Background: an optimization exercise with open tools, aiming at small area, a short achievable clock period and few clock cycles. Do not read the settings as production practice.
In this exercise RTL edits were held to simulation tests only and were not proved equivalent to the original.
No activity file was given, so power comes from the tool's default toggle rates.

== before ==
Design main, start of the top module:
module main(input clk, input rst, input start, input [31:0] n, input [63:0] exponent,
    output ready, output done, output [31:0] prime1
    );
export LEC_CHECK = 0
export CAP_MARGIN = 10
export CORE_MARGIN = 2
export CORE_UTILIZATION = 55
export CTS_BUF_LIST = sky130_fd_sc_hd__clkbuf_4 sky130_fd_sc_hd__clkbuf_8
export SETUP_SLACK_MARGIN = 3.5
export SLEW_MARGIN = 10
export SYNTH_MEMORY_MAX_BITS = 65536
create_clock -name core_clock -period 8.0 [get_ports {clk}]
standard.sh (not shown) runs the stock make flow with config.mk's settings and CLKGATE_MAP_FILE= SYNTH_SCRIPT=/design/flow/synth_recipe.tcl, a recipe that flattens the netlist after the stock synthesis.
==> flow/flow/run.sh <==
#!/bin/bash
set -euo pipefail
export BUFFER_PORTS_ARGS="-buffer_cell sky130_fd_sc_hd__buf_1"
bash standard.sh > standard.log 2>&1
Testbench counts of before, summed over its fixed seeds: cycles 98,636.
Relative to before, the following input files were edited for after:
diff --git a/flow/config.mk b/flow/config.mk
--- a/flow/config.mk
+++ b/flow/config.mk
@@ -7,8 +7,7 @@
 export LEC_CHECK = 0
-export CAP_MARGIN = 10
+export CAP_MARGIN = 20
 export CORE_MARGIN = 2
 export CORE_UTILIZATION = 55
-export CTS_BUF_LIST = sky130_fd_sc_hd__clkbuf_4 sky130_fd_sc_hd__clkbuf_8
 export SETUP_SLACK_MARGIN = 3.5
-export SLEW_MARGIN = 10
+export SLEW_MARGIN = 20
 export SYNTH_MEMORY_MAX_BITS = 65536
- Comparing after with before, the worst hold margin came out essentially unchanged.
- Looking at first-pass iteration count of the detailed router, after sits 1 lower than before does.
- On reported net switching power, before and after are basically level.

* * *

main, a different RTL version from the one above (not shown whole).
Size: about 3000 cells after synthesis, about 130 I/O pins, roughly 26000 sq um of cells after synthesis.
==> flow/config.mk <==
export PLATFORM = sky130hd
export DESIGN_NAME = main
export DESIGN_NICKNAME = main
export VERILOG_FILES = /design/flow/design.v
export SDC_FILE = /design/flow/constraint.sdc
export NUM_CORES = 4
export LEC_CHECK = 0
export CAP_MARGIN = 20
export CORE_MARGIN = 2
export CORE_UTILIZATION = 55
export PLACE_DENSITY = 0.75
export SETUP_SLACK_MARGIN = 3.5
export SLEW_MARGIN = 20
export SYNTH_MEMORY_MAX_BITS = 65536
==> flow/constraint.sdc <==
create_clock -name core_clock -period 8.0 [get_ports {clk}]
set_input_delay 1.6000 -clock core_clock [delete_from_list [all_inputs] [get_ports {clk}]]
set_output_delay 1.6000 -clock core_clock [all_outputs]
set_load 0.01 [all_outputs]
Scripts as last shown in full above: flow/flow/run.sh
Testbench counts at the start, summed over its fixed seeds: cycles 98,636.
Next try:
--- a/flow/config.mk
+++ b/flow/config.mk
@@ -10,3 +10,2 @@
 export CORE_UTILIZATION = 55
-export PLACE_DENSITY = 0.75
 export SETUP_SLACK_MARGIN = 3.5
Result: Die area stays the same. Clock skew goes down by 0.0037 ns. Total power went up by 1.3%. Utilization is higher by 0.52 points. Area after synthesis stays the same. Hold slack hardly moves. Cell area goes up by 0.85%. Via count fell by 1.0%. Final cell count climbs by 0.98%. Setup slack gets better by 0.059 ns. Fmax rose by 1.3%.

* * *

main, a different RTL version from the one above (not shown whole).
For scale: roughly 240 flip-flops, roughly 130 I/O pins, about 26,000 sq um of cells after synthesis.
// main
module main(input clk, input rst, input start, input [31:0] n, input [63:0] exponent,
    output ready, output done, output [31:0] prime1
    );
	localparam ITER = 4;
	localparam K    = 36 / ITER;      
	reg st_idle, st_norm, st_dbl, st_mul, st_conv, st_fin, st_gcd;
	reg        done_r;
	reg [31:0] a;         
	reg [63:0] er;        
	reg [6:0]  bl;        
	reg [6:0]  cnt;
	reg        first;     
	reg [33:0] v;
	reg [35:0] S, C;      
	reg [ITER-1:0] xb;    
	reg [ITER-1:0] xyl;   
	reg [ITER-1:0] u;     
	assign ready  = st_idle;
	assign done   = done_r;
	assign prime1 = a;
	reg         cin;      
	wire [35:0] s_nx, c_nx;
	wire        cin_nx;
	modBigNumbers mont (.s(S), .c(C), .cin(cin), .x(xb), .y(v), .xyl(xyl), .u(u), .number(a),
		.so(s_nx), .co(c_nx), .cout(cin_nx));
	wire [ITER-1:0] u_nx;
	montInv minv (.n(n[ITER-1:0]), .u(u_nx));
	wire [36:0] pa = st_conv ? {1'b0, S} :
	                 (st_fin | first) ? 37'd0 :
	                 st_gcd  ? {1'b0, S} : {2'b00, v, 1'b0};
  ...
==> flow/config.mk <==
export PLATFORM = sky130hd
export DESIGN_NAME = main
export DESIGN_NICKNAME = main
export VERILOG_FILES = /design/flow/design.v
export SDC_FILE = /design/flow/constraint.sdc
export NUM_CORES = 4
export LEC_CHECK = 0
export CAP_MARGIN = 20
export CORE_MARGIN = 2
export CORE_UTILIZATION = 40
export SETUP_SLACK_MARGIN = 2
export SLEW_MARGIN = 20
==> flow/constraint.sdc <==
create_clock -name core_clock -period 8.0 [get_ports {clk}]
set_input_delay 1.6000 -clock core_clock [delete_from_list [all_inputs] [get_ports {clk}]]
set_output_delay 1.6000 -clock core_clock [all_outputs]
set_load 0.01 [all_outputs]
run.sh (not shown) runs the stock make flow with config.mk's settings and CLKGATE_MAP_FILE= SYNTH_SCRIPT=/design/flow/synth_recipe.tcl, a recipe that flattens the netlist after the stock synthesis.
Stock flow here: none of the scripts above is used.
The starting point finished with timing, DRC and antenna clean.
Testbench counts at the start, summed over its fixed seeds: cycles 98,748.
==> next run, changes <==
Settings changed: SETUP_SLACK_MARGIN 2 to 3.
What happened: Area after synthesis is unchanged. Design area went up by a few percent. Register-to-register slack improved by 0.68 ns. Worst setup slack improves by 0.68 ns. Sequential share of layout area shrinks by 0.51 points. Total power climbs by a few percent. Worst hold slack degrades by 0.032 ns. Core utilization went up by 1.3 points. Global-route usage grows by 0.83 points.

[port drivers added, routing unchanged]
No port has a modelled driver above. Below, the same layouts with a new extraction and two added sets of constraints.
Step 1 (the two cells are an assumption about what drives the block):
set clk [get_ports {clk}]
set_driving_cell -lib_cell sky130_fd_sc_hd__clkbuf_16 $clk
set_driving_cell -lib_cell sky130_fd_sc_hd__buf_2 [delete_from_list [all_inputs] $clk]
Step 2 adds t to the input delays and takes it off the output delays; t is the mean of the earliest and latest rising clock arrival at the registers after step 1. Input paths then give back, and output paths get back, about the clock's delay inside the block.
Slacks: no drivers / after step 1 / after step 2; pairs: no drivers / after step 1.
| run | shift t [ns] | setup slack, ns | worst setup path after step 2 | clock arrival spread, ns | worst register clock-pin slew, ns |
|---|---|---|---|---|---|
| before | 0.724 | 3.530 / 3.530 / 3.530 | register to register | 0.053 / 0.053 | 0.07 / 0.07 |
| after | 0.635 | 3.540 / 3.540 / 3.540 | register to register | 0.026 / 0.027 | 0.07 / 0.07 |
| the first run of note 2 | 0.680 | 3.517 / 3.517 / 3.018 | input to register | 0.021 / 0.021 | 0.07 / 0.07 |
| the second run of note 2 | 0.671 | 3.576 / 3.576 / 3.539 | input to register | 0.017 / 0.017 | 0.07 / 0.07 |
| the first run of note 3 | 0.675 | 2.311 / 2.311 / 2.311 | register to register | 0.017 / 0.017 | 0.07 / 0.07 |
| the second run of note 3 | 0.674 | 2.994 / 2.994 / 2.994 | register to register | 0.016 / 0.016 | 0.07 / 0.07 |
After both steps setup and hold are still met in every run listed. The setup slack of the first run of note 2, which loses most, moves by 0.000 ns with the drivers and by -0.499 ns with both steps.
